What follows belongs to an exercise in optimizing a design on an open flow for small area, a short achievable clock period and few clock cycles per item; a production flow would make more cautious choices. Where RTL was checked, it was by simulation tests only, not by an equivalence proof against the original.

==> inputs of run a <==
==> flow/design.v (excerpt) <==
module logarithm #(
	parameter n = 16,
	parameter m = 24,
	parameter k = 5 ,
	parameter p = 24
) (
	input        clk  ,  
	input        reset,  
	input        start,
	input  [0:n] x    ,
	output [1:p] y    ,
	output       done
);
	reg  [23:0] f;
	reg  [24:0] r;           
	wire s1;
	wire c2;
	wire s3;
	wire c4;
	wire s5;
	wire c6;
	wire s7;
	wire c8;
	wire s9;
	wire c10;
	wire s11;
	wire c12;
	wire s13;
	wire c14;
	wire s15;
	wire c16;
	wire s17;
	wire c18;
	wire s19;
	wire c20;
	wire s21;
	wire c22;
	wire s23;
	wire c24;
	wire s25;
	wire c26;
	wire s27;
	wire c28;
	wire s29;
	wire c30;
	wire s31;
	wire c32;
	wire s33;
	wire c34;
	wire s35;
	wire c36;
	wire s37;
	wire c38;
	wire s39;
	wire c40;
	wire s41;
	wire c42;
	wire s43;
	wire c44;
	wire s45;
	wire c46;
	wire s47;
	wire c48;
	wire s49;
	wire c50;
	wire s51;
	wire c52;
	wire s53;
	wire c54;
	wire s55;
	wire c56;
	wire s57;
	wire c58;
	wire s59;
	wire c60;
	wire s61;
	wire c62;
	wire s63;
	wire c64;
	wire s65;
	wire c66;
	wire s67;
	wire c68;
	wire s69;
	wire c70;
	wire s71;
	wire c72;
	wire s73;
	wire c74;
	wire s75;
	wire c76;
	wire s77;
	wire c78;
	wire s79;
	wire c80;
	wire s81;
	wire c82;
	wire s83;
	wire c84;
	wire s85;
	wire c86;
	wire s87;
	wire c88;
	wire s89;
	wire c90;
	wire s91;
	wire c92;
	wire s93;
	wire c94;
	wire s95;
	wire c96;
	wire s97;
	wire c98;
	wire s99;
	wire c100;
	wire s101;
	wire c102;
	wire s103;
	wire c104;
	wire s105;
	wire c106;
	wire s107;
	wire c108;
	wire s109;
	wire c110;
	wire s111;
	wire c112;
	wire s113;
	wire c114;
	wire s115;
	wire c116;
	wire s117;
	wire c118;
	wire s119;
	wire c120;
	wire s121;
	wire c122;
	wire s123;
	wire c124;
	wire s125;
	wire c126;
	wire s127;
	wire c128;
	wire s129;
	wire c130;
	wire s131;
	wire c132;
	wire s133;
	wire c134;
	wire s135;
	wire c136;
	wire s137;
	wire c138;
	wire s139;
	wire c140;
	wire s141;
	wire c142;
	wire s143;
	wire c144;
	wire s145;
	wire c146;
	wire s147;
	wire c148;
	wire s149;
	wire c150;
	wire s151;
	wire c152;
	wire s153;
	wire c154;
	wire s155;
	wire c156;
	wire s157;
	wire c158;
  ...
Settings: LEC_CHECK=0, CAP_MARGIN=20, CORE_MARGIN=2, CORE_UTILIZATION=40, SETUP_SLACK_MARGIN=3, SLEW_MARGIN=60, SYNTH_HIERARCHICAL=1, SYNTH_MINIMUM_KEEP_SIZE=0; clock period 9.0 ns.
run.sh (not shown) runs the stock make flow with config.mk's settings and CLKGATE_MAP_FILE= SYNTH_SCRIPT=/design/flow/synth_recipe.tcl, a recipe that flattens the netlist after the stock synthesis.
==> run b (differences from run a) <==
Settings changed: SETUP_SLACK_MARGIN 3 to 4.
==> results.yml <==
outcome:
  status: "finished clean"
setup_path:
  rr_startpoint: "f[6]$_SDFF_PP0_"
  crit_start: "f[6]$_SDFF_PP0_"
finish:
  syn_to_final_growth_pct: 9.112
  final_cells: 1467
  layout_common_cells: "nand2_1, fa_1, a21oi_1"
drt:
  drt-met1-wl_um: 13220
That was run a.
==> results.yml <==
outcome:
  status: "finished clean"
finish:
  layout_common_cells: "nand2_1, fa_1, buf_4"
  final_cells: 1596
  regArea_mm2: 0.001318
  diodes: 0
drt:
  drt-met1-wl_um: 14110
floorplanning:
  core-area_mm2: 0.02598
That was run b.
Function was not checked in any run of this note: the RTL went through the layout flow alone.


==> run Z <==
logarithm, a different RTL version from the one above (not shown whole).
clock: 9.0 ns
lec_check: 0
cap_margin: 20
core_margin: 2
core_utilization: 40
setup_slack_margin: 3.8
slew_margin: 60
synth_hierarchical: 1
synth_minimum_keep_size: 0
standard.sh (not shown) runs the stock make flow with config.mk's settings and CLKGATE_MAP_FILE= SYNTH_SCRIPT=/design/flow/synth_recipe.tcl, a recipe that flattens the netlist after the stock synthesis.
==> flow/flow/run.sh <==
#!/bin/bash
# Standard layout, with the smallest buffer on the ports instead of the
# delay buffer that buffer_ports picks by default.
set -e
export BUFFER_PORTS_ARGS="-buffer_cell sky130_fd_sc_hd__buf_1"
bash standard.sh finish > standard_flow.log 2>&1
==> run A: changes against run Z <==
- SETUP_SLACK_MARGIN: 3.8 -> 4.0
==> qor summary <==
quantity                                                              run Z                  run A
Overall track demand over capacity in global routing                  0.210                  0.210
Buffer share of cell area                                            0.0434                 0.0776
Final net count                                                        1464                   1481
Critical path peak fanout                                                24                     17
Run status                                 no timing/DRC/antenna violations  no timing/DRC/antenna violations
Reg-to-reg startpoint                                                 f[19]                  f[21]
Capturing point of the worst reg2reg path                             f[16]                  f[11]
Post-route clock period utilization                                   0.557                  0.536
Met3 routed WL                                                      1390 um                1890 um
Iteration-0 DRC count of the detailed router                            524                    735
Layout cells sized above 1                                           0.0898                  0.119
Crit-path slowest cell                                sky130_fd_sc_hd__fa_1  sky130_fd_sc_hd__fa_2
Testbench counts of run Z, summed over its fixed seeds: cycles 41,600, items 1,600.
Testbench counts of run A, summed over its fixed seeds: cycles 41,600, items 1,600.

## what the ideal ports hide
Ports are ideal in the flow. The routed layouts listed here were re-timed in OpenROAD.
Step 1 assumes that a clkbuf_16 drives the clock port and a buf_2 every other input.
Step 2 adds t to the input delays and takes it off the output delays; t is the mean of the earliest and latest rising clock arrival at the registers after step 1. Input paths then give back, and output paths get back, about the clock's delay inside the block.
Three values: ideal ports, drivers, drivers and shift; two values: the first two.
| run | shift t [ns] | setup WS [ns] | worst register clock-pin slew, ns | worst data-port slew with drivers (ns) | cell pins on the clock port's net |
|---|---|---|---|---|---|
| run a of note 1 | 0.341 | 3.181 / 3.181 / 3.181 | 0.08 / 0.08 | 0.05 | 1 |
| run b of note 1 | 0.337 | 3.734 / 3.734 / 3.734 | 0.08 / 0.08 | 0.05 | 1 |
| run Z of note 2 | 0.324 | 3.990 / 3.990 / 3.990 | 0.07 / 0.07 | 0.04 | 1 |
| run A of note 2 | 0.326 | 4.173 / 4.173 / 4.173 | 0.07 / 0.07 | 0.04 | 1 |
After both steps setup and hold are still met in every run listed.
